This is an optimization exercise on Yosys and OpenROAD, whose aim is small area, not a production implementation. Function was checked by simulation only, so behaviour that the tests miss may differ from the original. Power is estimated from default activity; no workload was simulated.

`config.mk`:
```
export PLATFORM = sky130hd
export DESIGN_NAME = cfg_test_top
export DESIGN_NICKNAME = cfg_test_top
export VERILOG_FILES = /design/flow/design.v
export SDC_FILE = /design/flow/constraint.sdc
export NUM_CORES = 4
export LEC_CHECK = 0
export CAP_MARGIN = 20
export CORE_MARGIN = 2
export CORE_UTILIZATION = 40
export SLEW_MARGIN = 20
```
`run.sh`:
```
#!/bin/bash
# synth_recipe.tcl (not shown) runs the flow's synth.tcl, then flattens the netlist and writes it again
# the make line also repeats each setting of config.mk as NAME=value (left out here)
make -C /OpenROAD-flow-scripts/flow DESIGN_CONFIG=/design/flow/config.mk WORK_HOME=/design/flow/orfs CLKGATE_MAP_FILE= SYNTH_SCRIPT=/design/flow/synth_recipe.tcl finish
```
`constraint.sdc`:
```
create_clock -name core_clock -period 5.0 [get_ports {clk}]
set_input_delay 1.0000 -clock core_clock [delete_from_list [all_inputs] [get_ports {clk}]]
set_output_delay 1.0000 -clock core_clock [all_outputs]
set_load 0.01 [all_outputs]
```
`design.v`:
```
module cfg_count_stat  #(
    parameter DATA_WIDTH = 1 
)(
    input                     clk,
    input                     rstn,
    input                     rd_count_mode,      
    input                     sample_mode,        
    input                     rd,
    input    [DATA_WIDTH-1:0] data_in,
    input                     data_in_vld,
    input                     wr,                 
    input    [31:0]           wr_data,
    output  reg [31:0]        data_out 
);
reg [31:0] data_tmp;
reg  data_in_r;
always @ (posedge clk)
begin
    if (!rstn)
        data_in_r <= 0;
    else
        data_in_r <= data_in;
end
always @ (posedge clk)
begin
    if (!rstn)
        data_out <= 0;
    else if(rd)begin
        if (sample_mode)
            if (data_in_vld)
                data_out <= data_tmp + data_in;
            else
                data_out <= data_tmp;
        else
            data_out <= data_tmp ;
    end
end
always @ (posedge clk)
begin
    if (!rstn)
        data_tmp <= 0;
    else if (wr)
        data_tmp <= wr_data;
    else if(data_in_vld)begin
        case ({rd,rd_count_mode,sample_mode})
        3'b000: data_tmp <= data_tmp + (data_in && !data_in_r);
        3'b001: data_tmp <= data_tmp + data_in;
        3'b010: data_tmp <= data_tmp + (data_in && !data_in_r);
        3'b011: data_tmp <= data_tmp + data_in;
        3'b100: data_tmp <= 0; 
        3'b101: data_tmp <= 0;
        3'b110: data_tmp <= data_tmp + (data_in && !data_in_r);
        3'b111: data_tmp <= data_tmp + data_in;
        endcase
    end
    else if (rd && !rd_count_mode) begin
        data_tmp <= 0;
    end
end
endmodule
module cfg#(
    parameter ADDR_WIDTH = 32,
    parameter DATA_WIDTH = 32
)(
    input                             clk          ,
    input                             rstn         ,
    input        [ADDR_WIDTH - 1 : 0] addr         ,
    input        [DATA_WIDTH - 1 : 0] wdata        ,
    output  reg  [DATA_WIDTH - 1 : 0] rdata        ,
    output  reg                       rdata_vld    ,
    input                             wr           ,
    input                             rd           ,
    output  reg  [DATA_WIDTH - 1 : 0] addr_0_2     ,
    output  reg  [DATA_WIDTH - 1 : 0] addr_0_3     ,
    output  reg  [DATA_WIDTH - 1 : 0] addr_0_4     ,
    output  reg  [DATA_WIDTH - 1 : 0] addr_1_0     ,
    output  reg  [DATA_WIDTH - 1 : 0] addr_1_1     ,
    output  reg  [DATA_WIDTH - 1 : 0] addr_1_2     ,
    output  reg  [DATA_WIDTH - 1 : 0] addr_1_3     ,
    output  reg  [DATA_WIDTH - 1 : 0] addr_1_4     ,
    input        [DATA_WIDTH - 1 : 0] addr_2_0     ,
    input        [DATA_WIDTH - 1 : 0] addr_2_1     ,
    input        [DATA_WIDTH - 1 : 0] addr_2_2     ,
    input        [DATA_WIDTH - 1 : 0] addr_2_3      
);
localparam  RD_COUNT_MODE_0   = 6'h0  ;   
localparam  SAMPLE_MODE_0   = 6'h1  ;   
localparam  ADDR_0_2   = 6'h2  ;   
localparam  ADDR_0_3   = 6'h3  ;   
localparam  ADDR_0_4   = 6'h4  ;   
localparam  ADDR_1_0   = 6'h10  ;   
localparam  ADDR_1_1   = 6'h11  ;   
localparam  ADDR_1_2   = 6'h12  ;   
localparam  ADDR_1_3   = 6'h13  ;   
localparam  ADDR_1_4   = 6'h14  ;   
localparam  ADDR_2_0   = 6'h20  ;   
localparam  ADDR_2_1   = 6'h21  ;   
localparam  ADDR_2_2   = 6'h22  ;   
localparam  ADDR_2_3   = 6'h23  ;   
reg rd_count_mode;
reg sample_mode;
reg rdata_vld_r ;
reg rd_r;
reg [31:0]  addr_r;
reg [DATA_WIDTH - 1 : 0] addr_2_3_cnt;      
always @ (posedge clk)
begin
    rd_r <= rd ;
    addr_r   <= addr ;
end
always @ (posedge clk)
begin
    rdata_vld_r <= rd ;
    rdata_vld   <= rdata_vld_r ;
end
always @ (posedge clk)
begin
    if (!rstn)begin
        rd_count_mode  <= 1'h0 ;
        sample_mode  <= 1'h0 ;
        addr_0_2  <= 32'h0 ;
        addr_0_3  <= 32'h0 ;
        addr_0_4  <= 32'h0 ;
        addr_1_0  <= 32'h0 ;
        addr_1_1  <= 32'h0 ;
        addr_1_2  <= 32'h0 ;
        addr_1_3  <= 32'h0 ;
        addr_1_4  <= 32'h0 ;
    end
    else if (wr) begin
        case (addr[5:0])
            RD_COUNT_MODE_0 :
                rd_count_mode <= wdata[0] ;
            SAMPLE_MODE_0 :
                sample_mode <= wdata[0] ;
            ADDR_0_2 :
                addr_0_2 <= wdata ;
            ADDR_0_3 :
                addr_0_3 <= wdata ;
            ADDR_0_4 :
                addr_0_4 <= wdata ;
            ADDR_1_0 :
                addr_1_0 <= wdata ;
            ADDR_1_1 :
                addr_1_1 <= wdata ;
            ADDR_1_2 :
                addr_1_2 <= wdata ;
            ADDR_1_3 :
                addr_1_3 <= wdata ;
            ADDR_1_4 :
                addr_1_4 <= wdata ;
        endcase
    end
end
always @ (posedge clk)
begin
    if (!rstn) begin
        rdata <= 32'b0;
    end
    else if (rd_r) begin
        case (addr_r[5:0])
            RD_COUNT_MODE_0:
                rdata <= {31'b0,rd_count_mode};
            SAMPLE_MODE_0:
                rdata <= {31'b0,sample_mode};
            ADDR_0_2:
                rdata <= addr_0_2;
            ADDR_0_3:
                rdata <= addr_0_3;
            ADDR_0_4:
                rdata <= addr_0_4;
            ADDR_1_0:
                rdata <= addr_1_0;
            ADDR_1_1:
                rdata <= addr_1_1;
            ADDR_1_2:
                rdata <= addr_1_2;
            ADDR_1_3:
                rdata <= addr_1_3;
            ADDR_1_4:
                rdata <= addr_1_4;
            ADDR_2_0:
                rdata <= addr_2_0;
            ADDR_2_1:
                rdata <= addr_2_1;
            ADDR_2_2:
                rdata <= addr_2_2;
            ADDR_2_3:
                rdata <= addr_2_3_cnt;
            default :
                rdata <= 32'hf0f0f0f0;
        endcase
    end
end
wire addr_2_3_rd;
assign addr_2_3_rd = (addr[5:0] == ADDR_2_3 ) ? rd : 1'b0;
cfg_count_stat  addr_2_3_stat(
    .clk(clk),
    .rstn(rstn),
    .rd_count_mode(rd_count_mode),
    .sample_mode(sample_mode),
    .rd(addr_2_3_rd),
    .data_in(addr_2_3[0]),
    .data_in_vld(1'b1),
    .wr(wr && (addr[5:0] == ADDR_2_3)),
    .wr_data(wdata),
    .data_out(addr_2_3_cnt) 
);
endmodule
module cfg_test#(
    parameter DATA_WIDTH = 32
)(
    input clk,
    input rstn,
    input        [DATA_WIDTH - 1 : 0] in_0_2     ,
    input        [DATA_WIDTH - 1 : 0] in_0_3     ,
    input        [DATA_WIDTH - 1 : 0] in_0_4     ,
    input        [DATA_WIDTH - 1 : 0] in_1_0     ,
    input        [DATA_WIDTH - 1 : 0] in_1_1     ,
    input        [DATA_WIDTH - 1 : 0] in_1_2     ,
    input        [DATA_WIDTH - 1 : 0] in_1_3     ,
    input        [DATA_WIDTH - 1 : 0] in_1_4     ,
    output       [DATA_WIDTH - 1 : 0] out_2_0     ,
    output       [DATA_WIDTH - 1 : 0] out_2_1     ,
    output       [DATA_WIDTH - 1 : 0] out_2_2     ,
    output       [DATA_WIDTH - 1 : 0] out_2_3      
);
reg [18:0] cnt;
reg [31:0] reg_0_2;
reg [31:0] reg_2_0;
assign out_2_1 = 1'b1;
assign out_2_2 = 1'b0;
assign out_2_0 = reg_2_0;
always @ (posedge clk)
begin
    if (!rstn)
        reg_0_2 <= 0;
    else
        reg_0_2 <= in_0_2;
end
always @ (posedge clk)
begin
    if (!rstn)
        reg_2_0 <= 0;
    else
        reg_2_0 <= reg_0_2 + 1;
end
always @ (posedge clk)
begin
    if (!rstn)
        cnt <= 0;
    else 
        cnt <= cnt +1;
end
assign out_2_3 = (cnt <100) ? 1'b0 :1'b1;
endmodule
module cfg_test_top(
    input clk ,
    input rstn ,
    input        [32 - 1 : 0] addr         ,
    input        [32 - 1 : 0] wdata        ,
    output       [32 - 1 : 0] rdata        ,
    output                    rdata_vld    ,
    input                     wr           ,
    input                     rd            
);
wire [31:0] in_0_2   ;
wire [31:0] in_0_3   ;
wire [31:0] in_0_4   ;
wire [31:0] in_1_0   ;
wire [31:0] in_1_1   ;
wire [31:0] in_1_2   ;
wire [31:0] in_1_3   ;
wire [31:0] in_1_4   ;
wire [31:0] out_2_0  ;
wire [31:0] out_2_1  ;
wire [31:0] out_2_2  ;
wire [31:0] out_2_3  ;
cfg_test cfg_test_u0(
    .clk        ( clk       ),
    .rstn       ( rstn      ),
    .in_0_2     ( in_0_2    ),
    .in_0_3     ( in_0_3    ),
    .in_0_4     ( in_0_4    ),
    .in_1_0     ( in_1_0    ),
    .in_1_1     ( in_1_1    ),
    .in_1_2     ( in_1_2    ),
    .in_1_3     ( in_1_3    ),
    .in_1_4     ( in_1_4    ),
    .out_2_0    ( out_2_0   ),
    .out_2_1    ( out_2_1   ),
    .out_2_2    ( out_2_2   ),
    .out_2_3    ( out_2_3   )  
);
cfg cfg_u0(
    .clk          (clk         ),
    .rstn         (rstn        ),
    .addr         (addr        ),
    .wdata        (wdata       ),
    .rdata        (rdata       ),
    .rdata_vld    (rdata_vld   ),
    .wr           (wr          ),
    .rd           (rd          ),
    .addr_0_2     (in_0_2     ),
    .addr_0_3     (in_0_3     ),
    .addr_0_4     (in_0_4     ),
    .addr_1_0     (in_1_0     ),
    .addr_1_1     (in_1_1     ),
    .addr_1_2     (in_1_2     ),
    .addr_1_3     (in_1_3     ),
    .addr_1_4     (in_1_4     ),
    .addr_2_0     (out_2_0    ),
    .addr_2_1     (out_2_1    ),
    .addr_2_2     (out_2_2    ),
    .addr_2_3     (out_2_3    ) 
);
endmodule
```
==> results.yml, run 1 <==
worst_setup_path:
  crit_arrival_ps: 3950
  cp-end-kind: "flip-flop"
  critical_path.max_fanout: 16
  r2r-start: "cfg_test_u0.cnt[5]"
  worstPathRequired_ps: 5490
  critPathKind: "input port to flip-flop"
  r2r_setup_slack_ps: 1890
  timing.rr.end: "cfg_u0.addr_2_3_stat.data_out[26]"
  cp-start-kind: "input port"
  rr_worst_depth: 9
finish:
  layout_commonest_cell: "nand2_1"
  drive_above_1_share: 0.05865
  fin_cells: 2944
  final_cell_mix: "nand2_1, dfxtp_1, a21oi_1"
  area_growth_pct: 13.74
  fin_area_um2: 21610
  final_util: 0.4621
  nets: 2375
timing:
  fin_skew_ps: 19.05
  clock.fmax_ghz: 0.2892
  fin_tns_setup_ps: 0
  finalSetupViolations: 0
  relSlewSlack: 0.2579
  report.final.slew_viol_count: 0
  hold_ws_ps: 450.2
  tightest_slew_ps: 1085
  finalCriticalPeriod_ps: 3458
  setup_ws_ps: 1542
  period_share: 0.6916
  finalHoldViolCount: 0
  rsz0062_at_grt: "false"
grt:
  grt_first_pass_wirelength_um: 99350
  gr-total-overflow: 0
  grt_usage: 0.2608
  grt_max_degree: 178
  antenna_found_initial: 1
  grt_pass1_vias: 16390
yosys:
  synth-edff-count: 0
  yosysWarnings: 3
  synth.avg_cell_area_um2: 8.076
  synth_seq_area_share: 0.4700
  syn_nets: 2426
  synthArstFlopShare: 0
  synth_cell_types: 65
  synth.ff_latch_count: 446
  ys.flop_type: "dfxtp_1"
  syn_inst: 2352
  syn_area_um2: 19000
power_and_ir_drop:
  p_leak_nw: 7.049
  p_clk_frac: 0.483
  p_int_mw: 5.858
  ir_drop_mv: 0.2077
  swShare: 0.2229
  powerDensity_nw_per_um2: 348.9
  p_seq_frac: 0.479
  netSwitchingPower_mw: 1.680
  combinationalPowerShare: 0.038
  total_power_mw: 7.538
die:
  die_area_um2: 49250
  fp.dieH_um: 221.9
  rows: 79
  die_w_um: 221.9
  initial_utilization: 0.4063
  pin_count: 101
  core_um2: 46750
routing:
  drc: 0
  drt_iter0_drc: 1824
  via_count: 17270
  wl_um: 65200
  drtAntennaViolNets: 0
  wl_per_cell_um: 22.15
  drt_first_pass_iters: 5
  avgViaCountPerCell: 5.865
placed_design:
  place.gp.congestion: 0.8431
  port_buffers: 74
  dp_hpwl_um: 40570
  dp_slack_ps: 1072
  place_area_um2: 19980
  place_inst: 2859
clock_tree:
  clock_sinks: 446
  insertion_delay_ps: 580
  cts_root_buf: "clkbuf_16"
  cts_tree: "yes"
  cts_setup_buffers: 0
  cts_hold_buffers: 0
  clockBufferDepth: 3
  cts_max_level: 2
  clk_pin_slew_ps: 60
  cts_buffers: 47
  cts_resized: 0
worst_hold_path:
  hold_end: "cfg_u0.addr_1_3[24]"
  hp-start: "cfg_u0.addr_1_3[24]"
  hold_path_class: "flip-flop to flip-flop"
  whs_path_depth: 2
flow_run:
  maxCapViolations: 0
outcome:
  status: "complete, no violations"
worst max-delay path, stage by stage:
cell	delay (ps)
clkdlybuf4s50_1	550
nor4bb_2	310
buf_4	250
nand3_1	520
nor2_1	1010
nand2_1	170
o21ai_0	120
power by group through the flow:
stage	registers, mW	logic [mW]	clock network (mW)
after detailed placement	3.69	0.286	0
after CTS	3.61	0.287	3.70
after global routing	3.61	0.304	3.84
after global placement	3.69	0.282	0
after floorplan	3.68	0.143	0
final	3.61	0.288	3.64
cell type report:
type                            instances  area, um^2
Fill cell                            4517       25150
Clock buffer                           75        1453
Timing Repair Buffer                  118        1079
Tap cell                              607       759.5
Multi-Input combinational cell       1681        9188
Antenna cell                            1       2.502
Clock inverter                          9       162.7
Sequential cell                       446        8929
Inverter                                7       33.78
how the worst max path moves through the flow:
stage             from                                end  slack (ps)  depth (start not counted)
6_report       addr[0]  cfg_u0.addr_2_3_stat.data_tmp[22]        1540                          7
5_1_grt        addr[0]  cfg_u0.addr_2_3_stat.data_tmp[22]        1300                          7
4_1_cts        addr[0]  cfg_u0.addr_2_3_stat.data_tmp[22]        1660                          7
3_5_place_dp   addr[0]  cfg_u0.addr_2_3_stat.data_tmp[22]        1070                          7
3_3_place_gp   addr[0]  cfg_u0.addr_2_3_stat.data_tmp[23]        1110                          7
2_1_floorplan  addr[3]  cfg_u0.addr_2_3_stat.data_tmp[23]        2640                          7
cell families (layout without fill, tap and decap cells):
family | count (synthesis) | count (layout) | synth area share
AND/OR/NAND/NOR | 999 | 999 | 0.2434
AO/OA/AOI/OAI | 589 | 589 | 0.1939
flip-flops | 446 | 446 | 0.4700
buffers and inverters | 225 | 209 | 0.04769
XOR/XNOR | 78 | 78 | 0.03596
multiplexers | 9 | 9 | 0.005072
adder cells (fa/ha/maj) | 6 | 6 | 0.003952
other | 0 | 1 | 0
Yosys cell counts, drive strengths merged (3+ instances only):
master	n	area, um^2
a22oi	54	405.4
ha	6	75.07
mux2	5	56.30
a211oi	38	285.3
a222oi	16	160.2
nor2b	4	25.02
nand4	43	290.3
clkbuf	182	685.7
nor4	25	156.4
o21a	6	52.55
nor3b	3	27.52
nor4b	7	67.56
a21oi	284	1421
nand2	587	2203
or4	12	93.84
a31oi	24	150.1
dfxtp	446	8929
xnor2	45	394.1
nor2	88	330.3
nand3b	3	22.52
a221oi	16	140.1
mux2i	4	40.04
and4	13	113.9
a2111oi	17	148.9
o31a	7	61.31
and2	54	337.8
nor3	30	150.1
and3b	3	26.28
or3	15	93.84
inv	7	26.27
o211ai	7	52.55
buf	36	193.9
xor2	33	289.0
a22o	48	420.4
nand3	44	235.2
o21ai	65	325.3
and3	60	380.4
metal layers:
metal	routed length (um)	share of wire	vias to the layer above	global-route usage
met2	30240	0.46	649	0.4288
met1	28120	0.43	8394	0.3509
met4	2319	0.036	0	0.1018
met5	0	0	-	0
li1	-	-	8112	-
met3	4511	0.069	111	0.02968
==> run 2, diff against run 1 <==
==> design.v (replaced) <==
module cfg_test_top(
    input             clk ,
    input             rstn ,
    input      [31:0] addr ,
    input      [31:0] wdata ,
    output reg [31:0] rdata ,
    output            rdata_vld ,
    input             wr ,
    input             rd
);
wire [5:0] a = addr[5:0];
reg        rd_count_mode;
reg        sample_mode;
reg [31:0] r02, r03, r04, r10, r11, r12, r13, r14;
wire [31:0] wd = wdata & {32{rstn}};
wire        ld = wr | ~rstn;
always @(posedge clk) begin
    if (ld && (!rstn || a == 6'h00)) rd_count_mode <= wd[0];
    if (ld && (!rstn || a == 6'h01)) sample_mode   <= wd[0];
    if (ld && (!rstn || a == 6'h02)) r02 <= wd;
    if (ld && (!rstn || a == 6'h03)) r03 <= wd;
    if (ld && (!rstn || a == 6'h04)) r04 <= wd;
    if (ld && (!rstn || a == 6'h10)) r10 <= wd;
    if (ld && (!rstn || a == 6'h11)) r11 <= wd;
    if (ld && (!rstn || a == 6'h12)) r12 <= wd;
    if (ld && (!rstn || a == 6'h13)) r13 <= wd;
    if (ld && (!rstn || a == 6'h14)) r14 <= wd;
end
reg [31:0] p1;
reg        rst_d;
always @(posedge clk) begin
    p1    <= r02;
    rst_d <= ~rstn;
end
reg  [18:0] up;
reg         s_prev;
wire        s = |up[18:7] | (up[6:5] == 2'b11 & |up[4:2]);    
always @(posedge clk) begin
    up     <= rstn ? up + 19'd1 : 19'd0;
    s_prev <= s;
end
wire e = s & ~s_prev;
reg  [31:0] acc;
wire        is23 = (a == 6'h23);
wire [31:0] acc_inc = acc + {31'd0, sample_mode ? s : e};
always @(posedge clk) begin
    if (!rstn || (wr && is23))
        acc <= wd;
    else if (rd && is23 && !rd_count_mode)
        acc <= 32'd0;
    else
        acc <= acc_inc;
end
reg  [31:0] x;
always @(posedge clk)
    x <= (a[0] ? acc : p1) + {31'd0, a[0] ? (sample_mode & s) : 1'b1};
reg  [5:0] ar;
reg        v1, v2;
always @(posedge clk) begin
    ar <= {a[5:1], a[0] | (rst_d & a[5] & ~a[1])};
    v1 <= rd;
    v2 <= v1;
end
assign rdata_vld = v2;
always @(posedge clk) begin
    case (ar)
        6'h00: rdata <= {31'd0, rd_count_mode};
        6'h01: rdata <= {31'd0, sample_mode};
        6'h02: rdata <= r02;
        6'h03: rdata <= r03;
        6'h04: rdata <= r04;
        6'h10: rdata <= r10;
        6'h11: rdata <= r11;
        6'h12: rdata <= r12;
        6'h13: rdata <= r13;
        6'h14: rdata <= r14;
        6'h20: rdata <= x;
        6'h21: rdata <= 32'h1;
        6'h22: rdata <= 32'h0;
        6'h23: rdata <= x;
        default: rdata <= 32'hF0F0F0F0;
    endcase
end
endmodule
--- a/config.mk
+++ b/config.mk
@@ -9,3 +9,6 @@
 export CORE_MARGIN = 2
 export CORE_UTILIZATION = 40
+export CTS_BUF_LIST = sky130_fd_sc_hd__clkbuf_4
+export CTS_CLUSTER_DIAMETER = 50
+export CTS_CLUSTER_SIZE = 8
 export SLEW_MARGIN = 20
==> run 2 against run 1 <==
  * Sequential share of layout area up 19 points
  * Area after synthesis fell by 16%
  * Utilization rose by 0.20 points
  * Die area down 16%
  * Setup slack improved by 490 ps
  * Via count down 42%
  * Clock skew rose by 20 ps
  * Final area decreased by 16%
  * Critical endpoint is now x[28]
  * Highest routed layer is now met5
==> results.yml, run 2 <==
clock_tree:
  cts_setup_buffers: 0
  cts_max_level: 2
  clockBufferDepth: 3
  cts_hold_buffers: 0
  cts_buffers: 59
  cts_root_buf: "clkbuf_4"
  insertion_delay_ps: 770
  cts_tree: "yes"
  clock_sinks: 415
  clk_pin_slew_ps: 100
  cts_resized: 0
yosys:
  synth.ff_latch_count: 415
  yosysTopAreaCell: "edfxtp_1"
  syn_inst: 1180
  synthTopCellsByCount: "edfxtp_1, dfxtp_1, nand2_1"
  ys.flop_type: "edfxtp_1"
  synth.avg_cell_area_um2: 13.45
  yosysWarnings: 1
  synth-edff-count: 258
  synthTopCellsByArea: "edfxtp_1, dfxtp_1, mux2i_1"
  synth_cell_types: 67
  synthArstFlopShare: 0
  synth_most_common_cell: "edfxtp_1"
  syn_nets: 1253
  syn_area_um2: 15870
  synth_seq_area_share: 0.6863
  synth_top_area_share: 0.4883
placed_design:
  dp_hpwl_um: 25520
  dp_slack_ps: 1282
  port_buffers: 74
  place.gp.congestion: 0.8259
  place_inst: 1729
routing:
  via_count: 10100
  drc: 0
  drtAntennaViolNets: 0
  avgViaCountPerCell: 5.484
  drt_iter0_drc: 921
  wl_um: 41320
  wl_per_cell_um: 22.44
  drt_first_pass_iters: 5
flow_run:
  maxCapViolations: 0
timing:
  rsz0062_at_grt: "false"
  clock.fmax_ghz: 0.3372
  report.final.slew_viol_count: 0
  setup_ws_ps: 2035
  fin_tns_setup_ps: 0
  tightest_slew_ps: 987.5
  finalCriticalPeriod_ps: 2965
  finalSetupViolations: 0
  relSlewSlack: 0.3410
  fin_skew_ps: 39.12
  finalHoldViolCount: 0
  hold_ws_ps: 335.5
  period_share: 0.5931
outcome:
  status: "complete, no violations"
worst_setup_path:
  worstPathRequired_ps: 5680
  crit_slowest_cell: "buf_4"
  cp.buffers_inverters: 2
  path_cells: "buf_2 -> buf_4 -> and3_1 -> a2bb2oi_4 -> and4_1 -> nand3_2 -> nor3b_2 -> xnor2_1"
  crit_arrival_ps: 3650
  critical_path.max_fanout: 68
  critPathKind: "input port to flip-flop"
  cp-start-kind: "input port"
  cp-end-kind: "flip-flop"
  critPathTopFamily: "simple AND/OR/NAND/NOR gates"
  cp_slowest_stage_delay_ps: 690
finish:
  layout_commonest_cell: "edfxtp_1"
  n_fill_cell: 3548
  nets: 1346
  final_cell_mix: "edfxtp_1, dfxtp_1, clkbuf_4"
  multi_input_area_um2: 4641
  fin_cells: 1841
  area_growth_pct: 13.84
  drive_above_1_share: 0.1331
  seq_area_um2: 10890
grt:
  grt_pass1_vias: 10100
  antenna_found_initial: 2
  busiest_layer: "met2"
  grt_max_degree: 69
  use_met1: 0.2676
  global_route.usage.met3: 0.03020
  grt_usage: 0.2013
  use_met2: 0.3374
  grt_first_pass_wirelength_um: 62530
  gr-total-overflow: 0
power_and_ir_drop:
  powerDensity_nw_per_um2: 359.4
  ir_drop_mv: 0.1886
  p_leak_nw: 6.370
die:
  die_w_um: 203.2
  rows: 72
  core_um2: 38920
  initial_utilization: 0.4077
  pin_count: 101
  die_area_um2: 41280
  fp.dieH_um: 203.2
worst_hold_path:
  hold_path_class: "flip-flop to flip-flop"
## run 2: worst paths after layout
path	end	slack, ps	cells past startpoint	start
hold reg to reg	v2	340	0	v1
setup / recovery	x[28]	2030	8	addr[0]
hold / removal	v2	340	0	v1
setup reg to reg	x[25]	2080	11	up[7]
## run 2: through the flow
stage	util	instance area (um^2)	total power, mW
floorplan	-	15870	4.243
global placement	0.4423	17210	4.443
detailed placement	0.4423	17210	4.457
CTS	0.4634	18030	6.553
global route	0.4642	18060	6.754
finish	0.4642	18060	6.492
## run 2: cell families after synthesis
logic type	synth area share
flops	0.6863
xor+xnor	0.04526
buf+inv	0.02902
fa+ha+maj	0.003943
compound gates	0.09557
mux	0.02799
simple gates	0.1119
## run 2: area by class of cell
type | count | share of cell area
Sequential cell | 415 | 0.6029
Multi-Input combinational cell | 662 | 0.2569
Clock inverter | 4 | 0.001316
Tap cell | 518 | 0.03588
Clock buffer | 106 | 0.04405
Antenna cell | 1 | 0.0001385
Timing Repair Buffer | 96 | 0.05070
Inverter | 39 | 0.008104
## run 2: layer usage
layer  vias up  wire, um
li1       4657         -
met1      5025     18190
met2       336     19740
met3        76      2221
met4         2      1148
met5         -        16
## run 2: where the power goes
part           leakage [nW]  internal [mW]  switching, mW
Clock                 0.495          0.943           1.18
Combinational          2.09          0.143          0.253
Sequential             3.79           3.89         0.0881
==> run 3, diff against run 2 <==
--- a/config.mk
+++ b/config.mk
@@ -9,6 +9,6 @@
 export CORE_MARGIN = 2
 export CORE_UTILIZATION = 40
-export CTS_BUF_LIST = sky130_fd_sc_hd__clkbuf_4
-export CTS_CLUSTER_DIAMETER = 50
-export CTS_CLUSTER_SIZE = 8
+export CTS_BUF_LIST = sky130_fd_sc_hd__clkbuf_8
+export CTS_CLUSTER_DIAMETER = 60
+export CTS_CLUSTER_SIZE = 14
 export SLEW_MARGIN = 20
==> run 3 against run 2 <==
  * Still clean
  * Power is 3.0% lower
  * Utilization is 0.35 points lower
  * Cell count down 2.4%
  * Final area fell by 0.76%
  * Largest cell class unchanged
  * Largest power group unchanged
  * Highest routed layer unchanged
==> results.yml, run 3 <==
outcome:
  status: "complete, no violations"
yosys:
  synth_top_area_share: 0.4883
  yosys.area_share.adder: 0.003943
  synth_xor_area_frac: 0.04526
  synthArstFlopShare: 0
  ys.flop_type: "edfxtp_1"
  yosysWarnings: 1
  synth_cell_types: 67
  synthTopCellsByCount: "edfxtp_1, dfxtp_1, nand2_1"
  synthTopCellsByArea: "edfxtp_1, dfxtp_1, mux2i_1"
  synthMuxAreaShare: 0.02799
  synth-edff-count: 258
  syn_nets: 1253
  synth.avg_cell_area_um2: 13.45
  synth_top_family_by_area: "simple AND/OR/NAND/NOR gates"
  synth_seq_area_share: 0.6863
  syn_inst: 1180
  synth_most_common_cell: "edfxtp_1"
  synth.ff_latch_count: 415
  synth_compound_area_frac: 0.09557
  synthSimpleGateAreaFrac: 0.1119
  syn_area_um2: 15870
  yosysTopAreaCell: "edfxtp_1"
routing:
  via_count: 9838
  wl_um: 40960
  wl_per_cell_um: 22.79
  drt_first_pass_iters: 5
  drc: 0
  drt_iter0_drc: 860
  avgViaCountPerCell: 5.475
  drtAntennaViolNets: 0
worst_setup_path:
  cp-end-kind: "flip-flop"
  rr_worst_depth: 11
  cp_slowest_stage_delay_ps: 690
  crit_arrival_ps: 3630
  cp-start-kind: "input port"
  worstPathRequired_ps: 5490
  r2r-start: "up[7]"
  path_cells: "buf_2 -> buf_4 -> and3_1 -> a2bb2oi_4 -> and4_1 -> nand3_2 -> nor3b_2 -> xnor2_1"
  r2r_setup_slack_ps: 2090
  cp.buffers_inverters: 2
  critPathTopFamily: "simple AND/OR/NAND/NOR gates"
  crit_slowest_cell: "buf_4"
  critPathKind: "input port to flip-flop"
  critical_path.max_fanout: 68
  timing.rr.end: "x[25]"
die:
  die_area_um2: 41280
  fp.dieH_um: 203.2
  initial_utilization: 0.4077
  die_w_um: 203.2
  pin_count: 101
  core_um2: 38920
  rows: 72
finish:
  n_fill_cell: 3520
  antenna_cells: 0
  layout_commonest_cell: "edfxtp_1"
  fin_area_um2: 17930
  seq_area_um2: 10890
  area_growth_pct: 12.97
  multi_input_area_um2: 4641
  nets: 1324
  final_cell_mix: "edfxtp_1, dfxtp_1, nand2_1"
  drive_above_1_share: 0.08835
  fin_cells: 1797
  final_util: 0.4606
timing:
  tightest_slew_ps: 986.1
  finalHoldViolCount: 0
  finalCriticalPeriod_ps: 3139
  clock.fmax_ghz: 0.3186
  fin_tns_setup_ps: 0
  relSlewSlack: 0.3419
  finalSetupViolations: 0
  setup_ws_ps: 1861
  rsz0062_at_grt: "false"
  report.final.slew_viol_count: 0
  fin_skew_ps: 18.47
  period_share: 0.6277
worst_hold_path:
  whs_path_depth: 0
  hold_path_class: "flip-flop to flip-flop"
  hp-start: "v1"
  hold_end: "v2"
clock_tree:
  cts_setup_buffers: 0
  clk_pin_slew_ps: 80
  clock_sinks: 415
  cts_root_buf: "clkbuf_8"
  insertion_delay_ps: 570
  cts_buffers: 37
  cts_hold_buffers: 0
  cts_max_level: 2
  clockBufferDepth: 3
  cts_resized: 0
  cts_tree: "yes"
placed_design:
  dp_slack_ps: 1282
  place.gp.congestion: 0.8259
  port_buffers: 74
  place_area_um2: 17210
  dp_hpwl_um: 25520
  place_inst: 1729
grt:
  gr-total-overflow: 0
  grt_pass1_vias: 9896
  grt_usage: 0.1991
  grt_max_degree: 69
  antenna_found_initial: 1
  grt_first_pass_wirelength_um: 61880
power_and_ir_drop:
  powerDensity_nw_per_um2: 351.2
  p_leak_nw: 6.289
  ir_drop_mv: 0.2267
flow_run:
  maxCapViolations: 0
run 3: cell counts after synthesis:
Identical to the previous run, type by type.
run 3: worst max-delay path by stage:
stage | start | endpoint | slack (ps) | depth (start not counted)
after global routing | addr[0] | x[31] | 1690 | 7
after CTS | addr[0] | x[28] | 1900 | 8
final | addr[0] | x[28] | 1860 | 8
after floorplan | addr[0] | r13[0] | 180 | 7
after global placement | addr[0] | x[28] | 1320 | 8
after detailed placement | addr[0] | x[31] | 1280 | 7
run 3: layer usage:
metal  track usage  up-vias  share of wire
met5             0        -        0.00039
met4       0.05657        2          0.025
met3       0.02764       66          0.051
met2        0.3364      292           0.48
met1        0.2685     4907           0.44
li1              -     4571              -
run 3: metrics by stage:
stage | total power, mW | hold slack [ps]
2_1_floorplan | 4.243 | 309.6
3_3_place_gp | 4.443 | 311.6
3_5_place_dp | 4.457 | 313.6
4_1_cts | 6.356 | 335.3
5_1_grt | 6.543 | 353.1
6_report | 6.296 | 333.5
run 3: cells by family after synthesis:
kind of cell,Yosys count
multiplexers,44
adder cells (fa/ha/maj),5
AND/OR/NAND/NOR,325
XOR/XNOR,82
flip-flops,415
buffers and inverters,103
AO/OA/AOI/OAI,206
run 3: power breakdown:
group | total, mW | switching (mW) | internal (mW)
registers | 3.98 | 0.0882 | 3.89
clock network | 1.92 | 1.13 | 0.788
logic | 0.396 | 0.253 | 0.143
run 3: final cells by class:
class                           count  share of cell area
Sequential cell                   415              0.6075
Multi-Input combinational cell    662              0.2589
Clock buffer                       39             0.02994
Timing Repair Buffer               96             0.05109
Clock inverter                     28            0.008236
Inverter                           39            0.008166
Tap cell                          518             0.03616
==> run 4, diff against run 3 <==
--- a/config.mk
+++ b/config.mk
@@ -10,5 +10,5 @@
 export CORE_UTILIZATION = 40
 export CTS_BUF_LIST = sky130_fd_sc_hd__clkbuf_8
-export CTS_CLUSTER_DIAMETER = 60
-export CTS_CLUSTER_SIZE = 14
+export CTS_CLUSTER_DIAMETER = 40
+export CTS_CLUSTER_SIZE = 18
 export SLEW_MARGIN = 20
==> run 4 against run 3 <==
  * First-iteration DRC count is 0.70% lower
  * Die area stayed put
  * Global-route usage hardly changed
  * Area after synthesis stayed put
  * Critical endpoint is now x[31]
  * Largest cell class unchanged
  * Largest power group unchanged
==> results.yml, run 4 <==
outcome:
  status: "complete, no violations"
die:
  die_area_um2: 41280
  core_um2: 38920
  die_w_um: 203.2
  initial_utilization: 0.4077
  fp.dieH_um: 203.2
  rows: 72
  pin_count: 101
yosys:
  yosysTopAreaCell: "edfxtp_1"
  synth_seq_area_share: 0.6863
  yosysWarnings: 1
  synth.ff_latch_count: 415
  synthTopCellsByCount: "edfxtp_1, dfxtp_1, nand2_1"
  synthTopCellsByArea: "edfxtp_1, dfxtp_1, mux2i_1"
  synth.avg_cell_area_um2: 13.45
  syn_inst: 1180
  synth_most_common_cell: "edfxtp_1"
  syn_nets: 1253
  synth-edff-count: 258
  ys.flop_type: "edfxtp_1"
  syn_area_um2: 15870
  synth_top_area_share: 0.4883
  synth_cell_types: 67
  synthArstFlopShare: 0
worst_setup_path:
  cp-start-kind: "input port"
  critical_path.max_fanout: 68
  r2r-start: "up[7]"
  r2r_setup_slack_ps: 2110
  timing.rr.end: "x[25]"
  cp-end-kind: "flip-flop"
  critPathKind: "input port to flip-flop"
  crit_arrival_ps: 3590
  worstPathRequired_ps: 5480
  crit_slowest_cell: "buf_4"
  rr_worst_depth: 11
  cp_slowest_stage_delay_ps: 690
  path_cells: "buf_2 -> buf_4 -> a41oi_1 -> nand4b_4 -> nor3_1 -> nand2_1 -> xor2_1"
grt:
  grt_pass1_vias: 9975
  grt_first_pass_wirelength_um: 61730
  antenna_found_initial: 1
  grt_max_degree: 69
  gr-total-overflow: 0
  grt_usage: 0.1989
clock_tree:
  clk_pin_slew_ps: 80
  cts_max_level: 2
  cts_buffers: 49
  cts_setup_buffers: 0
  cts_tree: "yes"
  cts_resized: 0
  clock_sinks: 415
  cts_hold_buffers: 0
  clockBufferDepth: 3
  insertion_delay_ps: 600
  cts_root_buf: "clkbuf_8"
power_and_ir_drop:
  ir_drop_mv: 0.1848
  powerDensity_nw_per_um2: 378.7
  p_leak_nw: 6.450
finish:
  layout_commonest_cell: "edfxtp_1"
  seq_area_um2: 10890
  antenna_cells: 0
  multi_input_area_um2: 4641
  drive_above_1_share: 0.1138
  nets: 1336
  final_cell_mix: "edfxtp_1, dfxtp_1, nand2_1"
  area_growth_pct: 15.49
  n_fill_cell: 3489
  fin_cells: 1819
timing:
  fin_skew_ps: 26.52
  fin_tns_setup_ps: 0
  tightest_slew_ps: 963.3
  report.final.slew_viol_count: 0
  finalSetupViolations: 0
  finalCriticalPeriod_ps: 3109
  period_share: 0.6218
  finalHoldViolCount: 0
  clock.fmax_ghz: 0.3217
  rsz0062_at_grt: "false"
  relSlewSlack: 0.3578
routing:
  drtAntennaViolNets: 0
  via_count: 9949
  drc: 0
  wl_per_cell_um: 22.51
  wl_um: 40950
  drt_first_pass_iters: 5
  drt_iter0_drc: 854
  avgViaCountPerCell: 5.469
  m1WireLength_um: 18140
  highest_layer: "met5"
  route.met2.wl_um: 19810
  wl_met3_um: 1917
worst_hold_path:
  hp-start: "v1"
  hold_end: "v2"
  whs_path_depth: 0
  hold_path_class: "flip-flop to flip-flop"
flow_run:
  maxCapViolations: 0
placed_design:
  port_buffers: 74
  place.gp.congestion: 0.8259
  place_inst: 1729
  dp_hpwl_um: 25520
==> run 4: worst max path at each step <==
stage	startpoint	to	cells past startpoint	slack, ps
2_1_floorplan	addr[0]	r13[0]	7	180
3_3_place_gp	addr[0]	x[28]	8	1320
3_5_place_dp	addr[0]	x[31]	7	1280
4_1_cts	addr[0]	x[31]	7	1920
5_1_grt	addr[0]	x[31]	7	1690
6_report	addr[0]	x[31]	7	1890
==> run 4: per-layer routing <==
layer,vias up,global-route usage
met1,4987,0.2649
met2,272,0.3363
met4,2,0.06309
met3,75,0.02860
met5,-,0
li1,4613,-
==> run 4: metrics by stage <==
stage                     total power [mW]  setup slack [ps]  hold slack (ps)    util  area [um^2]
after floorplan                      4.243             180.7            309.6       -        15870
after global placement               4.443              1322            311.6  0.4423        17210
after CTS                            7.003              1917            332.9  0.4702        18300
after detailed placement             4.457              1282            313.6  0.4423        17210
final                                6.939              1891            331.7  0.4709        18330
after global routing                 7.186              1690            350.9  0.4709        18330
==> run 4: power breakdown <==
| part | switching (mW) | internal [mW] | leakage, nW |
|---|---|---|---|
| clock network | 1.34 | 1.23 | 0.575 |
| registers | 0.0881 | 3.89 | 3.79 |
| logic | 0.254 | 0.143 | 2.09 |
| total | 1.68 | 5.26 | 6.45 |
==> run 4: area by class of cell <==
cell class / instances / share of cell area
Clock inverter: 38 / 0.02089
Clock buffer: 51 / 0.03830
Tap cell: 518 / 0.03537
Sequential cell: 415 / 0.5942
Timing Repair Buffer: 96 / 0.04998
Inverter: 39 / 0.007988
Multi-Input combinational cell: 662 / 0.2532
==> run 4: kinds of logic after synthesis <==
family / share of synthesized area
flip-flops: 0.6863
AND/OR/NAND/NOR: 0.1119
AO/OA/AOI/OAI: 0.09557
buffers and inverters: 0.02902
XOR/XNOR: 0.04526
multiplexers: 0.02799
adder cells (fa/ha/maj): 0.003943
==> run 4: worst max-delay path, delay by kind of cell <==
family,cells,cell delay (ps)
buf+inv,2,920
simple gates,3,990
compound gates,1,480
xor+xnor,1,180
==> run 5, diff against run 4 <==
--- a/config.mk
+++ b/config.mk
@@ -8,5 +8,5 @@
 export CAP_MARGIN = 20
 export CORE_MARGIN = 2
-export CORE_UTILIZATION = 40
+export CORE_UTILIZATION = 65
 export CTS_BUF_LIST = sky130_fd_sc_hd__clkbuf_8
 export CTS_CLUSTER_DIAMETER = 40
==> run 5 against run 4 <==
  * Critical path type is now flip-flop to flip-flop
  * Die area fell by 38%
  * Largest cell class unchanged
  * Setup slack worse by 0.52 ps
  * Sequential power about the same
  * Count of clock-buffer cells in the layout shrank 6
  * Critical path depth is 4 higher
  * Clock power decreased by 6%
  * Area after synthesis stayed put
  * Critical endpoint is now x[25]
==> results.yml, run 5 <==
yosys:
  yosysTopAreaCell: "edfxtp_1"
  yosysWarnings: 1
  synthMuxAreaShare: 0.02799
  synth_cell_types: 67
  syn_nets: 1253
  synthTopCellsByArea: "edfxtp_1, dfxtp_1, mux2i_1"
  synth_top_area_share: 0.4883
  syn_area_um2: 15870
  synth_compound_area_frac: 0.09557
  synthArstFlopShare: 0
  synthTopCellsByCount: "edfxtp_1, dfxtp_1, nand2_1"
  synth-edff-count: 258
  ys.flop_type: "edfxtp_1"
  synth_top_family_by_area: "simple AND/OR/NAND/NOR gates"
  synthSimpleGateAreaFrac: 0.1119
  yosys.area_share.adder: 0.003943
  synth.ff_latch_count: 415
  syn_inst: 1180
  synth_seq_area_share: 0.6863
  synth.avg_cell_area_um2: 13.45
  synth_xor_area_frac: 0.04526
  synth_most_common_cell: "edfxtp_1"
finish:
  antenna_cells: 0
  area_growth_pct: 13.34
  nets: 1332
  drive_above_1_share: 0.1136
  final_cell_mix: "edfxtp_1, dfxtp_1, nand2_1"
  layout_commonest_cell: "edfxtp_1"
  n_fill_cell: 1602
grt:
  grt_usage: 0.2881
  grt_pass1_vias: 9708
  gr-total-overflow: 0
  grt_first_pass_wirelength_um: 56000
  antenna_found_initial: 1
  grt_max_degree: 58
die:
  fp.dieH_um: 160.2
  core_um2: 24180
  die_w_um: 160.2
  rows: 57
  initial_utilization: 0.6563
  die_area_um2: 25680
  pin_count: 101
clock_tree:
  clockBufferDepth: 3
  cts_hold_buffers: 0
  cts_tree: "yes"
  insertion_delay_ps: 590
  cts_max_level: 2
  cts_resized: 0
  clock_sinks: 415
  cts_buffers: 43
  cts_setup_buffers: 0
  cts_root_buf: "clkbuf_8"
  clk_pin_slew_ps: 90
worst_hold_path:
  hold_path_class: "flip-flop to flip-flop"
outcome:
  status: "complete, no violations"
worst_setup_path:
  cp-end-kind: "flip-flop"
  critPathKind: "flip-flop to flip-flop"
  r2r_setup_slack_ps: 1890
  worstPathRequired_ps: 5460
  crit_arrival_ps: 3570
  critical_path.max_fanout: 5
  cp-start-kind: "flip-flop"
routing:
  via_count: 9942
  drt_iter0_drc: 959
  wl_per_cell_um: 22.55
  drtAntennaViolNets: 0
  wl_um: 36480
  drc: 0
  avgViaCountPerCell: 6.145
  drt_first_pass_iters: 6
placed_design:
  port_buffers: 74
  place.gp.congestion: 0.9666
  dp_hpwl_um: 23590
timing:
  finalHoldViolCount: 0
  fin_skew_ps: 29.52
  finalSetupViolations: 0
  period_share: 0.6219
  rsz0062_at_grt: "false"
  clock.fmax_ghz: 0.3216
  fin_tns_setup_ps: 0
  relSlewSlack: 0.2863
  finalCriticalPeriod_ps: 3109
  report.final.slew_viol_count: 0
  tightest_slew_ps: 1068
power_and_ir_drop:
  ir_drop_mv: 0.3282
  p_leak_nw: 6.377
  powerDensity_nw_per_um2: 376.0
  total_power_mw: 6.762
flow_run:
  maxCapViolations: 0
## run 5: cell types whose count changed in the layout (fill, tap and decap cells not counted), moves of 3 or more
| cell | previous run | this run |
|---|---|---|
| clkinv_1 | 4 | 1 |
| inv_8 | 1 | 4 |
| clkbuf_8 | 51 | 45 |
| inv_1 | 44 | 40 |
| clkinvlp_4 | 1 | 6 |
| buf_4 | 21 | 24 |
## run 5: kinds of logic after synthesis
family / count (synthesis)
buffers and inverters: 103
adder cells (fa/ha/maj): 5
AO/OA/AOI/OAI: 206
flip-flops: 415
XOR/XNOR: 82
AND/OR/NAND/NOR: 325
multiplexers: 44
## run 5: through the flow
step	instances	worst slack [ps]	util	hold slack, ps	cell area, um^2
after detailed placement	1538	1400	0.7026	318.5	16990
after global routing	1618	1741	0.7439	352.8	17980
after CTS	1618	1911	0.7439	340.0	17980
final	1618	1891	0.7439	340.9	17980
after global placement	1538	1432	0.7026	312.8	16990
after floorplan	1180	180.7	-	309.6	15870
## run 5: routing by layer
| layer | up-vias | wire (um) | track usage | part of all wire |
|---|---|---|---|---|
| li1 | 4601 | - | - | - |
| met1 | 4842 | 15610 | 0.4058 | 0.43 |
| met2 | 411 | 17270 | 0.4640 | 0.47 |
| met3 | 86 | 2435 | 0.04468 | 0.067 |
| met4 | 2 | 1155 | 0.1003 | 0.032 |
| met5 | - | 15 | 0 | 0.00041 |
## run 5: report_power, final
part,leakage [nW],total [mW],switching (mW),internal (mW)
logic,2.09,0.385,0.242,0.143
clock network,0.498,2.40,1.31,1.09
registers,3.79,3.98,0.0880,3.89
## run 5: final cells by class
class / count / area [um^2] / area share
clock buffers: 45 / 619.3 / 0.03444
clock inverters: 35 / 379.1 / 0.02108
inverters: 39 / 146.4 / 0.008140
multi-input cells: 662 / 4633 / 0.2576
flip-flops and latches: 415 / 10890 / 0.6055
well taps: 324 / 405.4 / 0.02254
repair buffers: 98 / 910.9 / 0.05065
## run 5: path summary, 6_finish.rpt
| path | start | to | cells past startpoint |
|---|---|---|---|
| max | up[15] | x[25] | 11 |
| max reg2reg | up[15] | x[25] | 11 |
| min reg2reg | v1 | v2 | 0 |
| min | v1 | v2 | 0 |
## run 5: worst max-delay path, cell delays in order (launching register included)
cell and delay (ps):
dfxtp_1 360, nor4_1 360, nand3_1 120, a21oi_1 290, o21ai_0 150, ha_1 280
and4b_1 210, a41oi_1 530, and4b_1 310, nand4_1 160, nor3_1 100, xnor2_1 130
==> run 6, diff against run 5 <==
--- a/config.mk
+++ b/config.mk
@@ -8,7 +8,4 @@
 export CAP_MARGIN = 20
 export CORE_MARGIN = 2
-export CORE_UTILIZATION = 65
-export CTS_BUF_LIST = sky130_fd_sc_hd__clkbuf_8
-export CTS_CLUSTER_DIAMETER = 40
-export CTS_CLUSTER_SIZE = 18
+export CORE_UTILIZATION = 40
 export SLEW_MARGIN = 20
==> run 6 against run 5 <==
  * Still clean
  * Critical path depth shrank 3
  * Setup slack lost 76 ps
  * Count of clock-buffer cells in the layout grew 18
  * Power grew 12%
  * Flip-flop and latch count is the same
  * Synthesized cell count is the same
  * Critical path type is now input port to flip-flop
==> results.yml, run 6 <==
clock_tree:
  cts_tree: "yes"
  cts_resized: 0
  cts_buffers: 42
  clockBufferDepth: 3
  insertion_delay_ps: 540
  cts_hold_buffers: 0
  clk_pin_slew_ps: 60
  cts_max_level: 2
  clock_sinks: 415
  cts_setup_buffers: 0
  cts_root_buf: "clkbuf_16"
yosys:
  synth_most_common_cell: "edfxtp_1"
  syn_area_um2: 15870
  synth.avg_cell_area_um2: 13.45
  synth_top_family_by_area: "simple AND/OR/NAND/NOR gates"
  synth_cell_types: 67
  synthTopCellsByArea: "edfxtp_1, dfxtp_1, mux2i_1"
  synthArstFlopShare: 0
  synth.ff_latch_count: 415
  synth_xor_area_frac: 0.04526
  ys.flop_type: "edfxtp_1"
  synth-edff-count: 258
  synth_top_area_share: 0.4883
  synth_compound_area_frac: 0.09557
  synthMuxAreaShare: 0.02799
  yosysWarnings: 1
  syn_nets: 1253
  synthTopCellsByCount: "edfxtp_1, dfxtp_1, nand2_1"
  yosys.area_share.adder: 0.003943
  yosysTopAreaCell: "edfxtp_1"
  synth_seq_area_share: 0.6863
  syn_inst: 1180
  synthSimpleGateAreaFrac: 0.1119
power_and_ir_drop:
  p_leak_nw: 6.565
  p_clk_frac: 0.420
  p_seq_frac: 0.527
  combinationalPowerShare: 0.053
  ir_drop_mv: 0.2759
  powerDensity_nw_per_um2: 405.3
  netSwitchingPower_mw: 1.628
  total_power_mw: 7.559
  p_int_mw: 5.931
  swShare: 0.2154
timing:
  finalSetupViolations: 0
  finalHoldViolCount: 0
  clock.fmax_ghz: 0.3139
  finalCriticalPeriod_ps: 3186
  fin_tns_setup_ps: 0
  fin_skew_ps: 12.96
  rsz0062_at_grt: "false"
  report.final.slew_viol_count: 0
  period_share: 0.6371
  relSlewSlack: 0.3381
  hold_ws_ps: 327.6
  tightest_slew_ps: 991.8
grt:
  antenna_found_initial: 1
  gr-total-overflow: 0
  grt_usage: 0.2007
  grt_max_degree: 69
  grt_first_pass_wirelength_um: 62250
  grt_pass1_vias: 10000
finish:
  layout_commonest_cell: "edfxtp_1"
  antenna_cells: 0
  drive_above_1_share: 0.1000
  fin_area_um2: 18650
  area_growth_pct: 17.54
  final_util: 0.4792
  final_cell_mix: "edfxtp_1, dfxtp_1, nand2_1"
  nets: 1329
worst_setup_path:
  worstPathRequired_ps: 5470
  crit_arrival_ps: 3650
  critical_path.max_fanout: 68
  cp-end-kind: "flip-flop"
  critPathKind: "input port to flip-flop"
  cp-start-kind: "input port"
placed_design:
  place.gp.congestion: 0.8259
  place_area_um2: 17210
  dp_hpwl_um: 25520
  port_buffers: 74
routing:
  via_count: 9978
  drtAntennaViolNets: 0
  drc: 0
  wl_per_cell_um: 22.82
  avgViaCountPerCell: 5.519
  wl_um: 41270
  drt_first_pass_iters: 5
  drt_iter0_drc: 878
worst_hold_path:
  hold_path_class: "flip-flop to flip-flop"
die:
  fp.dieH_um: 203.2
  core_um2: 38920
  pin_count: 101
  rows: 72
  initial_utilization: 0.4077
  die_w_um: 203.2
  die_area_um2: 41280
outcome:
  status: "complete, no violations"
flow_run:
  maxCapViolations: 0
-- run 6: worst paths after layout --
check	from	to	slack (ps)	depth (start not counted)
max	addr[0]	x[28]	1810	8
max reg2reg	up[7]	x[28]	2090	12
min reg2reg	v1	v2	330	0
min	v1	v2	330	0
-- run 6: per-stage QoR --
stage / worst slack [ps] / cells
finish: 1814 / 1808
global route: 1634 / 1808
CTS: 1860 / 1807
detailed placement: 1282 / 1729
global placement: 1322 / 1729
floorplan: 180.7 / 1180
-- run 6: power by group through the flow --
stage                     clock (mW)  sequential (mW)  combinational [mW]
after floorplan                    0             4.04               0.201
final                           3.18             3.98               0.397
after global placement             0             4.05               0.396
after CTS                       3.23             3.98               0.404
after global routing            3.37             4.01               0.431
after detailed placement           0             4.06               0.401
-- run 6: cells by family (layout without fill, tap and decap cells) --
| kind of cell | after synthesis | in the layout |
|---|---|---|
| flip-flops | 415 | 415 |
| AND/OR/NAND/NOR | 325 | 325 |
| AO/OA/AOI/OAI | 206 | 206 |
| buffers and inverters | 103 | 213 |
| XOR/XNOR | 82 | 82 |
| multiplexers | 44 | 44 |
| adder cells (fa/ha/maj) | 5 | 5 |
-- run 6: routing by layer --
metal,track usage,part of all wire,vias to the layer above
met2,0.3409,0.48,311
met4,0.06257,0.029,2
met3,0.02717,0.051,83
met5,0,0.00039,-
met1,0.2674,0.44,4981
li1,-,-,4601
-- run 6: layout make-up --
type	count	area, um^2
Tap cell	518	648.1
Sequential cell	415	10890
Clock buffer	63	1254
Fill cell	3440	20270
Clock inverter	15	155.1
Multi-Input combinational cell	662	4641
Inverter	39	146.4
Timing Repair Buffer	96	915.9
-- run 6: critical path, stage by stage --
cell and delay (ps):
buf_2 240, buf_4 690, and3_1 350, a2bb2oi_4 250, and4_1 520, nand3_2 180, nor3b_2 250, xnor2_1 140
==> run 7, diff against run 6 <==
==> flow/run.sh (new file) <==
#!/bin/bash
set -euo pipefail
work=$(pwd)
rm -rf "$work/scripts"
mkdir -p "$work/scripts"
cp -r "$FLOW_HOME/scripts/." "$work/scripts/"
cp "$work/flow/abc.script" "$work/scripts/abc_speed.script"
export SCRIPTS_DIR="$work/scripts"
export BUFFER_PORTS_ARGS="-buffer_cell sky130_fd_sc_hd__buf_1"
bash standard.sh > "$work/orfs_make.log" 2>&1
==> flow/abc.script (new file) <==
&get -n
&st
&syn2
&dch
&nf -a -R 1000
&put
==> standard.sh (new file) <==
#!/bin/bash
# synth_recipe.tcl (not shown) runs the flow's synth.tcl, then flattens the netlist and writes it again
# the make line also repeats each setting of config.mk as NAME=value (left out here)
make -C /OpenROAD-flow-scripts/flow DESIGN_CONFIG=/design/flow/config.mk WORK_HOME=/design/flow/orfs CLKGATE_MAP_FILE= SYNTH_SCRIPT=/design/flow/synth_recipe.tcl "${@:-finish}"
--- a/config.mk
+++ b/config.mk
@@ -8,4 +8,8 @@
 export CAP_MARGIN = 20
 export CORE_MARGIN = 2
-export CORE_UTILIZATION = 40
+export CORE_UTILIZATION = 65
+export CTS_BUF_LIST = sky130_fd_sc_hd__clkbuf_8
+export CTS_CLUSTER_DIAMETER = 60
+export CTS_CLUSTER_SIZE = 14
+export GPL_TIMING_DRIVEN = 0
 export SLEW_MARGIN = 20
removed: run.sh
==> run 7 against run 6 <==
  * Clock power shrank 43%
  * Critical path depth grew 8
  * Die area shrank 42%
  * First-iteration DRC count grew 36%
  * Global-route usage grew 11 points
  * Power shrank 18%
  * Critical path type unchanged
==> results.yml, run 7 <==
clock_tree:
  cts_buffers: 36
  clock_sinks: 415
  cts_setup_buffers: 0
  insertion_delay_ps: 550
  cts_max_level: 2
  clockBufferDepth: 3
  cts_tree: "yes"
  cts_root_buf: "clkbuf_8"
  clk_pin_slew_ps: 80
timing:
  finalCriticalPeriod_ps: 4659
  clock.fmax_ghz: 0.2146
  report.final.slew_viol_count: 0
  rsz0062_at_grt: "false"
  finalSetupViolations: 0
  tightest_slew_ps: 853.7
  fin_skew_ps: 26.98
  relSlewSlack: 0.4287
  finalHoldViolCount: 0
  period_share: 0.9318
placed_design:
  place_inst: 1445
  place_area_um2: 16270
  place.gp.congestion: 0.8080
  port_buffers: 74
  dp_hpwl_um: 23910
finish:
  n_fill_cell: 1449
  final_cell_mix: "edfxtp_1, dfxtp_1, nand2_1"
  drive_above_1_share: 0.08197
  fin_cells: 1505
  seq_area_um2: 10890
  layout_commonest_cell: "edfxtp_1"
  fin_area_um2: 16920
  area_growth_pct: 14.58
  multi_input_area_um2: 3919
  antenna_cells: 0
  nets: 1271
worst_setup_path:
  r2r-start: "p1[8]"
  critPathKind: "input port to flip-flop"
  crit_arrival_ps: 5090
  cp-end-kind: "flip-flop"
  cp-start-kind: "input port"
  worstPathRequired_ps: 5430
  timing.rr.end: "x[31]"
  critical_path.max_fanout: 27
  rr_worst_depth: 15
  r2r_setup_slack_ps: 1010
yosys:
  syn_nets: 1122
  syn_area_um2: 14770
  synthTopCellsByCount: "edfxtp_1, dfxtp_1, nand2_1"
  synth_top_area_share: 0.5247
  yosysTopAreaCell: "edfxtp_1"
  synthArstFlopShare: 0
  synth_seq_area_share: 0.7376
  synth_cell_types: 43
  ys.flop_type: "edfxtp_1"
  synth_most_common_cell: "edfxtp_1"
  yosysWarnings: 1
  synth.avg_cell_area_um2: 14.08
  synthTopCellsByArea: "edfxtp_1, dfxtp_1, a222oi_1"
  syn_inst: 1049
  synth-edff-count: 258
  synth.ff_latch_count: 415
routing:
  drtAntennaViolNets: 0
  drt_iter0_drc: 1194
  wl_um: 36150
  avgViaCountPerCell: 6.290
  drt_first_pass_iters: 6
  wl_per_cell_um: 24.02
  drc: 0
  via_count: 9466
die:
  fp.dieH_um: 154.7
  die_w_um: 154.7
  pin_count: 101
  rows: 55
  core_um2: 22500
  die_area_um2: 23940
  initial_utilization: 0.6562
grt:
  grt_usage: 0.3084
  grt_pass1_vias: 9292
  gr-total-overflow: 0
  antenna_found_initial: 0
  busiest_layer: "met2"
  use_met2: 0.5128
  use_met1: 0.4289
  grt_first_pass_wirelength_um: 54720
  grt_max_degree: 30
  global_route.usage.met3: 0.04287
power_and_ir_drop:
  ir_drop_mv: 0.2957
  p_leak_nw: 5.976
  powerDensity_nw_per_um2: 368.0
worst_hold_path:
  hold_end: "v2"
  whs_path_depth: 0
  hold_path_class: "flip-flop to flip-flop"
  hp-start: "v1"
flow_run:
  maxCapViolations: 0
outcome:
  status: "complete, no violations"
[run 7: cell families after synthesis]
kind of cell | after synthesis | share of synthesized area
XOR/XNOR | 57 | 0.03381
flip-flops | 415 | 0.7376
buffers and inverters | 34 | 0.008643
adder cells (fa/ha/maj) | 5 | 0.004237
multiplexers | 29 | 0.02034
AND/OR/NAND/NOR | 289 | 0.09177
AO/OA/AOI/OAI | 220 | 0.1036
[run 7: worst max-delay path by stage]
stage	startpoint	to	slack, ps	cells past startpoint
floorplan	addr[5]	r02[0]	790	2
global placement	rstn	acc[18]	-4240	6
detailed placement	addr[0]	x[31]	-330	16
CTS	addr[0]	x[31]	230	16
global route	addr[0]	x[31]	70	16
finish	addr[0]	x[31]	340	16
[run 7: power breakdown]
group	total [mW]	switching (mW)	internal, mW
sequential	4.02	0.104	3.92
clock	1.81	1.06	0.746
combinational	0.396	0.255	0.141
[run 7: timing repair]
action	in CTS	in global routing
endpoints found under the hold margin	0	0
resized for setup	0	1
hold buffers	0	0
setup endpoints to repair	0	2
[run 7: critical path: stages]
cell,delay [ps]
buf_2,390
buf_12,280
a32oi_1,170
nor2_1,150
and2_0,190
nor2b_1,180
nand2_1,100
or3_1,370
nor3_1,290
nor3b_2,340
nand2b_1,140
nand2b_1,250
or3b_1,400
nor2_1,300
nand4b_1,280
xor2_1,230
[run 7: cell type report]
type | instances | share of cell area
timing repair buffer | 111 | 0.05843
inverter | 34 | 0.007544
sequential | 415 | 0.6437
clock buffer | 37 | 0.03010
tap | 285 | 0.02108
multi-input combinational | 600 | 0.2316
clock inverter | 23 | 0.007470
[run 7: metal layers]
| metal | share of wire | wire, um |
|---|---|---|
| met1 | 0.41 | 14790 |
| met2 | 0.49 | 17610 |
| met3 | 0.078 | 2821 |
| met4 | 0.026 | 923 |
| met5 | 0 | 0 |
[run 7: metrics by stage]
step / worst slack, ps / hold WS [ps] / TNS, ps / power (mW) / util
3_3_place_gp: -4244 / 309.8 / -1075830 / 4.433 / 0.6843
4_1_cts: 232.4 / 347.7 / 0 / 6.248 / 0.7515
3_5_place_dp: -332.0 / 327.5 / -963.9 / 4.491 / 0.7232
5_1_grt: 65.27 / 355.1 / 0 / 6.417 / 0.7518
6_report: 340.9 / 350.7 / 0 / 6.226 / 0.7518
2_1_floorplan: 793.0 / 309.6 / 0 / 4.273 / -
==> run 8, diff against run 7 <==
--- a/config.mk
+++ b/config.mk
@@ -6,5 +6,5 @@
 export NUM_CORES = 4
 export LEC_CHECK = 0
-export CAP_MARGIN = 20
+export CAP_MARGIN = 5
 export CORE_MARGIN = 2
 export CORE_UTILIZATION = 65
@@ -13,3 +13,3 @@
 export CTS_CLUSTER_SIZE = 14
 export GPL_TIMING_DRIVEN = 0
-export SLEW_MARGIN = 20
+export SLEW_MARGIN = 5
==> run 8 against run 7 <==
  * Wire length shrank 0.61%
  * Area after synthesis did not move
  * Synthesized cell count is the same
  * Clock power decreased by 2%
  * Sequential share of layout area rose by 1.0 points
  * Critical path depth unchanged
  * Sequential power is essentially flat
  * Cell count is 0.47% lower
  * First-iteration DRC count up 0.42%
  * Critical path type unchanged
  * Largest power group unchanged
  * Highest routed layer unchanged
==> results.yml, run 8 <==
outcome:
  status: "complete, no violations"
clock_tree:
  clock_sinks: 415
  cts_buffers: 36
  insertion_delay_ps: 560
  cts_root_buf: "clkbuf_8"
  clockBufferDepth: 3
  clk_pin_slew_ps: 90
  cts_max_level: 2
  cts_tree: "yes"
  cts_setup_buffers: 0
  cts_resized: 0
  cts_hold_buffers: 0
grt:
  grt_usage: 0.3025
  grt_max_degree: 30
  gr-total-overflow: 0
  grt_pass1_vias: 9125
  grt_first_pass_wirelength_um: 53700
  antenna_found_initial: 0
finish:
  layout_commonest_cell: "edfxtp_1"
  final_cell_mix: "edfxtp_1, dfxtp_1, nand2_1"
  antenna_cells: 0
  n_fill_cell: 1533
  fin_area_um2: 16660
  drive_above_1_share: 0.07255
  nets: 1261
  area_growth_pct: 12.80
  final_util: 0.7402
timing:
  finalCriticalPeriod_ps: 4653
  clock.fmax_ghz: 0.2149
  hold_ws_ps: 333.9
  report.final.slew_viol_count: 0
  rsz0062_at_grt: "false"
  fin_skew_ps: 26.20
  relSlewSlack: 0.08347
  finalSetupViolations: 0
  period_share: 0.9307
  finalHoldViolCount: 0
  tightest_slew_ps: 1371
worst_setup_path:
  worstPathRequired_ps: 5430
  crit_slowest_cell: "or3b_1"
  cp_slowest_stage_delay_ps: 400
  cp-end-kind: "flip-flop"
  critPathKind: "input port to flip-flop"
  crit_arrival_ps: 5080
  cp-start-kind: "input port"
  path_cells: "buf_2 -> buf_12 -> a32oi_1 -> nor2_1 -> and2_0 -> nor2b_1 -> nand2_1 -> or3_1 -> nor3_1 -> nor3b_2 -> nand2b_1 -> nand2b_1 -> or3b_1 -> nor2_1 -> nand4b_1 -> xor2_1"
  critical_path.max_fanout: 28
  cp.buffers_inverters: 2
  critPathTopFamily: "simple AND/OR/NAND/NOR gates"
power_and_ir_drop:
  p_leak_nw: 5.861
  total_power_mw: 6.163
  powerDensity_nw_per_um2: 370.0
  ir_drop_mv: 0.2844
routing:
  drt_iter0_drc: 1199
  drt_first_pass_iters: 8
  wl_per_cell_um: 23.98
  drtAntennaViolNets: 0
  drc: 0
  wl_um: 35930
  avgViaCountPerCell: 6.282
  via_count: 9410
placed_design:
  place_area_um2: 16030
  port_buffers: 74
  place.gp.congestion: 0.8080
  dp_hpwl_um: 22710
yosys:
  synth-edff-count: 258
  synth_cell_types: 43
  syn_area_um2: 14770
  syn_inst: 1049
  synth_seq_area_share: 0.7376
  synthTopCellsByCount: "edfxtp_1, dfxtp_1, nand2_1"
  synth_most_common_cell: "edfxtp_1"
  yosysTopAreaCell: "edfxtp_1"
  synth_top_area_share: 0.5247
  yosysWarnings: 1
  syn_nets: 1122
  ys.flop_type: "edfxtp_1"
  synthTopCellsByArea: "edfxtp_1, dfxtp_1, a222oi_1"
  synthArstFlopShare: 0
  synth.avg_cell_area_um2: 14.08
  synth.ff_latch_count: 415
die:
  core_um2: 22500
  fp.dieH_um: 154.7
  initial_utilization: 0.6562
  rows: 55
  die_area_um2: 23940
  pin_count: 101
  die_w_um: 154.7
flow_run:
  maxCapViolations: 0
worst_hold_path:
  hold_path_class: "flip-flop to flip-flop"
run 8: cell count changes in the layout (fill, tap and decap cells not counted), sizes merged:
cell,previous run,this run
inv,20,24
buf,111,101
clkinv,36,35
clkinvlp,0,1
bufinv,1,0
run 8: metal layers:
metal | global-route usage | up-vias | wire length [um]
met2 | 0.5028 | 436 | 17490
li1 | - | 4322 | -
met1 | 0.4245 | 4582 | 14720
met5 | 0 | - | 0
met3 | 0.03727 | 70 | 2861
met4 | 0.09480 | 0 | 860
run 8: cell families after synthesis:
| group | count (synthesis) | share of synthesized area |
|---|---|---|
| xor gates and xnor gates | 57 | 0.03381 |
| muxes | 29 | 0.02034 |
| and+or+nand+nor | 289 | 0.09177 |
| buffers and inverters | 34 | 0.008643 |
| adders and majority gates | 5 | 0.004237 |
| DFF | 415 | 0.7376 |
| AOI/OAI and AO/OA | 220 | 0.1036 |
run 8: worst paths after layout:
check | slack [ps] | startpoint | to | cells past startpoint
worst max-delay path | 350 | addr[0] | x[31] | 16
worst min-delay path | 330 | v1 | v2 | 0
worst max register to register | 980 | p1[8] | x[31] | 15
worst min register to register | 330 | v1 | v2 | 0
run 8: final cells by class:
| class | instances | area, um^2 | area share |
|---|---|---|---|
| well taps | 285 | 356.6 | 0.02141 |
| clock buffers | 37 | 509.2 | 0.03057 |
| clock inverters | 26 | 110.1 | 0.006611 |
| flip-flops and latches | 415 | 10890 | 0.6538 |
| repair buffers | 101 | 748.2 | 0.04492 |
| inverters | 34 | 127.6 | 0.007662 |
| multi-input cells | 600 | 3914 | 0.2350 |
run 8: through the flow:
stage	TNS, ps	setup slack, ps	std cells
2_1_floorplan	0	793.0	1049
3_3_place_gp	-1075830	-4244	1408
5_1_grt	0	99.09	1498
6_report	0	346.6	1498
4_1_cts	0	372.8	1498
3_5_place_dp	-239.1	-182.6	1435
run 8: where the power goes:
| part | total [mW] | switching (mW) | internal, mW |
|---|---|---|---|
| Combinational | 0.374 | 0.250 | 0.124 |
| Sequential | 4.02 | 0.103 | 3.92 |
| Clock | 1.77 | 1.07 | 0.698 |

-- what the ideal ports hide --
Ports are ideal in the flow. The routed layouts listed here were re-timed in OpenROAD. Step 1 (the two cells are an assumption about what drives the block):
set clk [get_ports {clk}]
set_driving_cell -lib_cell sky130_fd_sc_hd__clkbuf_16 $clk
set_driving_cell -lib_cell sky130_fd_sc_hd__buf_2 [delete_from_list [all_inputs] $clk]
Step 2 times the ports against the registers' clock, not the clock port: input delays grow and output delays shrink by t, the midpoint of the rising clock arrivals with the driver on. Three values: ideal, step 1, step 2; two values: the first two.
run | t (ns) | slack for setup (ns) | hold WS [ns] | worst setup path at the end
run 1 | 0.624 | 1.542 / 1.552 / 0.928 | 0.450 / 0.450 / 0.450 | input to register
run 2 | 0.794 | 2.035 / 1.997 / 1.203 | 0.336 / 0.336 / 0.336 | input to register
run 3 | 0.608 | 1.861 / 1.832 / 1.224 | 0.334 / 0.334 / 0.334 | input to register
run 4 | 0.637 | 1.891 / 1.864 / 1.227 | 0.332 / 0.332 / 0.332 | input to register
run 5 | 0.616 | 1.891 / 1.890 / 1.300 | 0.341 / 0.341 / 0.341 | input to register
run 6 | 0.587 | 1.814 / 1.786 / 1.200 | 0.328 / 0.328 / 0.328 | input to register
run 7 | 0.583 | 0.341 / 0.362 / -0.221 | 0.351 / 0.351 / 0.351 | input to register
run 8 | 0.587 | 0.347 / 0.365 / -0.223 | 0.334 / 0.334 / 0.334 | input to register
With both steps, setup timing fails in run 7 and run 8, where it was met with ideal ports. The setup slack of run 2, which loses most, moves by -0.038 ns with the drivers and by -0.832 ns with both steps.
